Source: an optimization exercise on an open RTL-to-GDS flow (aim: small area, a short achievable clock period and few clock cycles). Production flows keep margins and buffers that such runs may drop.
Power is estimated from default activity; no workload was simulated.

==> flow/design.v <==
module udp_send_data_buf;
endmodule
module crc_calc;
endmodule
`timescale 1 ns / 1 ps
module udp_transmit
(
    input wire  clk,
    input wire  rst,
    output wire  eth_txd_tvalid,
    output wire [31 : 0] eth_txd_tdata,
    output wire [3 : 0] eth_txd_tkeep,
    output wire  eth_txd_tlast,
    input wire  eth_txd_tready,
    output wire                    eth_txc_tvalid,
    output wire [31 : 0] eth_txc_tdata,
    output wire [3 : 0] eth_txc_tkeep,
    output wire  eth_txc_tlast,
    input wire  eth_txc_tready,
    input wire [31 : 0]   s_axis_data_tdata,
    input wire                      s_axis_data_tvalid,
    output wire                     s_axis_data_tready,
    input wire                      s_axis_data_tlast
);
    reg [8:0]  nb;           
    reg        first;        
    reg        ctrl;         
    reg        hdr;          
    reg        payload;      
    reg        lastb;        
    reg [31:0] s;            
    reg        s_rdy;        
    reg        s_full;       
    reg [15:0] p;
    reg [31:0] o;            
    reg        o_v, o_last, o_keep;
    reg        c_v, c_first, c_last;
    wire [3:0]  b = nb[3:0];
    wire [31:0] hv = (b == 4'd0) ? 32'h0000_0100 :
                     (b == 4'd1) ? 32'h0002_0000 :
                     (b == 4'd3) ? 32'h0045_0008 :
                     (b == 4'd4) ? 32'h0000_1c04 :
                     (b == 4'd5) ? 32'h1180_0000 :
                     (b == 4'd6) ? 32'ha8c0_e767 :
                     (b == 4'd7) ? 32'hc0a8_8001 :
                     (b == 4'd8) ? 32'h1879_0164 :
                     (b == 4'd9) ? 32'h0804_3075 : 32'h0;
    wire acc    = s_axis_data_tvalid && !s_full;
    wire [31:0] w = s_full ? s : s_axis_data_tdata;
    wire c_free = !c_v || eth_txc_tready;
    wire o_free = !o_v || eth_txd_tready;
    wire step   = o_free && (ctrl ? (c_free && (!first || s_full || s_axis_data_tvalid))
                                  : (!payload || s_full || s_axis_data_tvalid));
    wire take   = step && payload;
    always @(posedge clk) begin
        if (rst) begin
            nb <= 9'd0;
            first <= 1'b1;
            ctrl <= 1'b1;
            hdr <= 1'b1;
            payload <= 1'b0;
            lastb <= 1'b0;
            s_rdy <= 1'b1;
            s_full <= 1'b0;
            o_v <= 1'b0;
            c_v <= 1'b0;
        end else begin
            if (step) begin
                nb      <= lastb ? 9'd0 : nb + 9'd1;
                first   <= lastb;
                ctrl    <= lastb || (ctrl && nb != 9'd5);
                hdr     <= lastb || (hdr && nb != 9'd9);
                payload <= (nb == 9'd9) || (payload && nb != 9'd265);
                lastb   <= (nb == 9'd265);
            end
            if (take) begin
                s_rdy <= 1'b1;
                s_full <= 1'b0;
            end else if (acc) begin
                s_rdy <= 1'b0;
                s_full <= 1'b1;
            end
            if (o_free) o_v <= step;
            if (c_free) c_v <= step && ctrl;
        end
    end
    always @(posedge clk) begin
        if (!s_full) s <= s_axis_data_tdata;
        if (take) p <= w[31:16];
    end
    always @(posedge clk) begin
        if (rst) begin
            o <= 32'h0;
            o_last <= 1'b0;
            o_keep <= 1'b1;
            c_first <= 1'b0;
            c_last <= 1'b0;
        end else begin
            if (o_free) begin
                o[31:16] <= (hdr || lastb) ? hv[31:16] : w[15:0];
                o[15:0]  <= (hdr || nb == 9'd10) ? hv[15:0] : p;
                o_last   <= lastb;
                o_keep   <= !lastb;
            end
            if (c_free) begin
                c_first <= first;
                c_last  <= (nb == 9'd5);
            end
        end
    end
    assign s_axis_data_tready = s_rdy;
    assign eth_txd_tvalid = o_v;
    assign eth_txd_tdata  = o;
    assign eth_txd_tkeep  = {{2{o_keep}}, 2'b11};
    assign eth_txd_tlast  = o_last;
    assign eth_txc_tvalid = c_v;
    assign eth_txc_tdata  = {c_first, 1'b0, c_first, 29'h0};
    assign eth_txc_tkeep  = 4'hF;
    assign eth_txc_tlast  = c_last;
endmodule
Settings: LEC_CHECK=0, ABC_AREA=1, CAP_MARGIN=20, CORE_MARGIN=2, CORE_UTILIZATION=55, PLACE_DENSITY=0.7, SETUP_SLACK_MARGIN=3.0, SLEW_MARGIN=20; clock period 5.0 ns.
standard.sh (not shown) runs the stock make flow with config.mk's settings and CLKGATE_MAP_FILE= SYNTH_SCRIPT=/design/flow/synth_recipe.tcl, a recipe that flattens the netlist after the stock synthesis.
==> flow/flow/run.sh <==
#!/bin/bash
# The standard layout (standard.sh), with two changes to how it is made:
# ports are buffered with the smallest buffer (buf_1; timing repair upsizes
# the ones it needs), and each constant net keeps the single tie cell that
# synthesis gives it instead of one tie cell per load.
set -euo pipefail
export BUFFER_PORTS_ARGS="-buffer_cell sky130_fd_sc_hd__buf_1"
export SKIP_REPAIR_TIE_FANOUT=1
bash standard.sh > standard.log 2>&1
Rerun with:
--- a/flow/design.v
+++ b/flow/design.v
@@ -29,9 +29,8 @@
     reg        payload;      
     reg        lastb;        
     reg [31:0] s;            
     reg        s_rdy;        
-    reg        s_full;       
     reg [15:0] p;
     reg [31:0] o;            
     reg        o_v, o_last, o_keep;
     reg        c_v, c_first, c_last;
@@ -44,15 +43,17 @@
                      (b == 4'd6) ? 32'ha8c0_e767 :
                      (b == 4'd7) ? 32'hc0a8_8001 :
                      (b == 4'd8) ? 32'h1879_0164 :
                      (b == 4'd9) ? 32'h0804_3075 : 32'h0;
-    wire acc    = s_axis_data_tvalid && !s_full;
-    wire [31:0] w = s_full ? s : s_axis_data_tdata;
+    wire acc    = s_axis_data_tvalid && s_rdy;
+    wire [31:0] w = s_rdy ? s_axis_data_tdata : s;
     wire c_free = !c_v || eth_txc_tready;
     wire o_free = !o_v || eth_txd_tready;
-    wire step   = o_free && (ctrl ? (c_free && (!first || s_full || s_axis_data_tvalid))
-                                  : (!payload || s_full || s_axis_data_tvalid));
+    wire step   = o_free && (ctrl ? (c_free && (!first || !s_rdy || s_axis_data_tvalid))
+                                  : (!payload || !s_rdy || s_axis_data_tvalid));
     wire take   = step && payload;
+    wire [31:0] o_new = {(hdr || lastb) ? hv[31:16] : w[15:0],
+                         (hdr || nb == 9'd10) ? hv[15:0] : p};
     always @(posedge clk) begin
         if (rst) begin
             nb <= 9'd0;
             first <= 1'b1;
@@ -60,9 +61,8 @@
             hdr <= 1'b1;
             payload <= 1'b0;
             lastb <= 1'b0;
             s_rdy <= 1'b1;
-            s_full <= 1'b0;
             o_v <= 1'b0;
             c_v <= 1'b0;
         end else begin
             if (step) begin
@@ -72,42 +72,22 @@
                 hdr     <= lastb || (hdr && nb != 9'd9);
                 payload <= (nb == 9'd9) || (payload && nb != 9'd265);
                 lastb   <= (nb == 9'd265);
             end
-            if (take) begin
-                s_rdy <= 1'b1;
-                s_full <= 1'b0;
-            end else if (acc) begin
-                s_rdy <= 1'b0;
-                s_full <= 1'b1;
-            end
+            if (take) s_rdy <= 1'b1;
+            else if (acc) s_rdy <= 1'b0;
             if (o_free) o_v <= step;
             if (c_free) c_v <= step && ctrl;
         end
     end
     always @(posedge clk) begin
-        if (!s_full) s <= s_axis_data_tdata;
+        if (s_rdy) s <= s_axis_data_tdata;
         if (take) p <= w[31:16];
-    end
-    always @(posedge clk) begin
-        if (rst) begin
-            o <= 32'h0;
-            o_last <= 1'b0;
-            o_keep <= 1'b1;
-            c_first <= 1'b0;
-            c_last <= 1'b0;
-        end else begin
-            if (o_free) begin
-                o[31:16] <= (hdr || lastb) ? hv[31:16] : w[15:0];
-                o[15:0]  <= (hdr || nb == 9'd10) ? hv[15:0] : p;
-                o_last   <= lastb;
-                o_keep   <= !lastb;
-            end
-            if (c_free) begin
-                c_first <= first;
-                c_last  <= (nb == 9'd5);
-            end
-        end
+        o      <= ({32{o_free}} & o_new) | ({32{!o_free}} & o);
+        o_last <= (o_free & lastb) | (!o_free & o_last);
+        o_keep <= (o_free & !lastb) | (!o_free & o_keep);
+        c_first <= (c_free & first) | (!c_free & c_first);
+        c_last  <= (c_free & (nb == 9'd5)) | (!c_free & c_last);
     end
     assign s_axis_data_tready = s_rdy;
     assign eth_txd_tvalid = o_v;
     assign eth_txd_tdata  = o;
Final area drops by a few percent; die area drops by a little under a tenth; fmax barely changes; worst hold slack degrades by 0.0063 ns; worst setup slack is about the same; total power drops by a few percent; final cell count drops by roughly a tenth; sequential power climbs by a few percent; clock skew stays flat; global-route usage drops by 1.2 points; register-to-register slack degrades by 0.14 ns.
Function was not checked in any run of this note: the RTL went through the layout flow alone.

-- afterwards: timing with drivers on the ports --
How much do the figures lean on ideal ports? The routed layouts below were timed once more, with nothing changed but the port constraints. Step 1, drivers: a clkbuf_16 drives clk and a buf_2 each remaining input, both assumed. Step 2 also shifts input and output timing later by t, the mid clock arrival at the registers, as if the neighbouring blocks saw the same clock. a / b / c = ideal / step 1 / step 2; a / b = the first two.
| run | t, ns | slack for setup (ns) | clock arrival spread, ns | worst data-port slew with drivers (ns) | cell pins on the clock port's net |
|---|---|---|---|---|---|
| the first run | 0.396 | 3.034 / 3.040 / 2.644 | 0.014 / 0.015 | 0.03 | 1 |
| the second run | 0.391 | 3.035 / 3.011 / 2.789 | 0.016 / 0.016 | 0.04 | 1 |
After both steps every run listed still meets setup and hold. For the first run, which loses most, drivers alone change the setup slack by +0.006 ns; drivers and shift together by -0.390 ns.
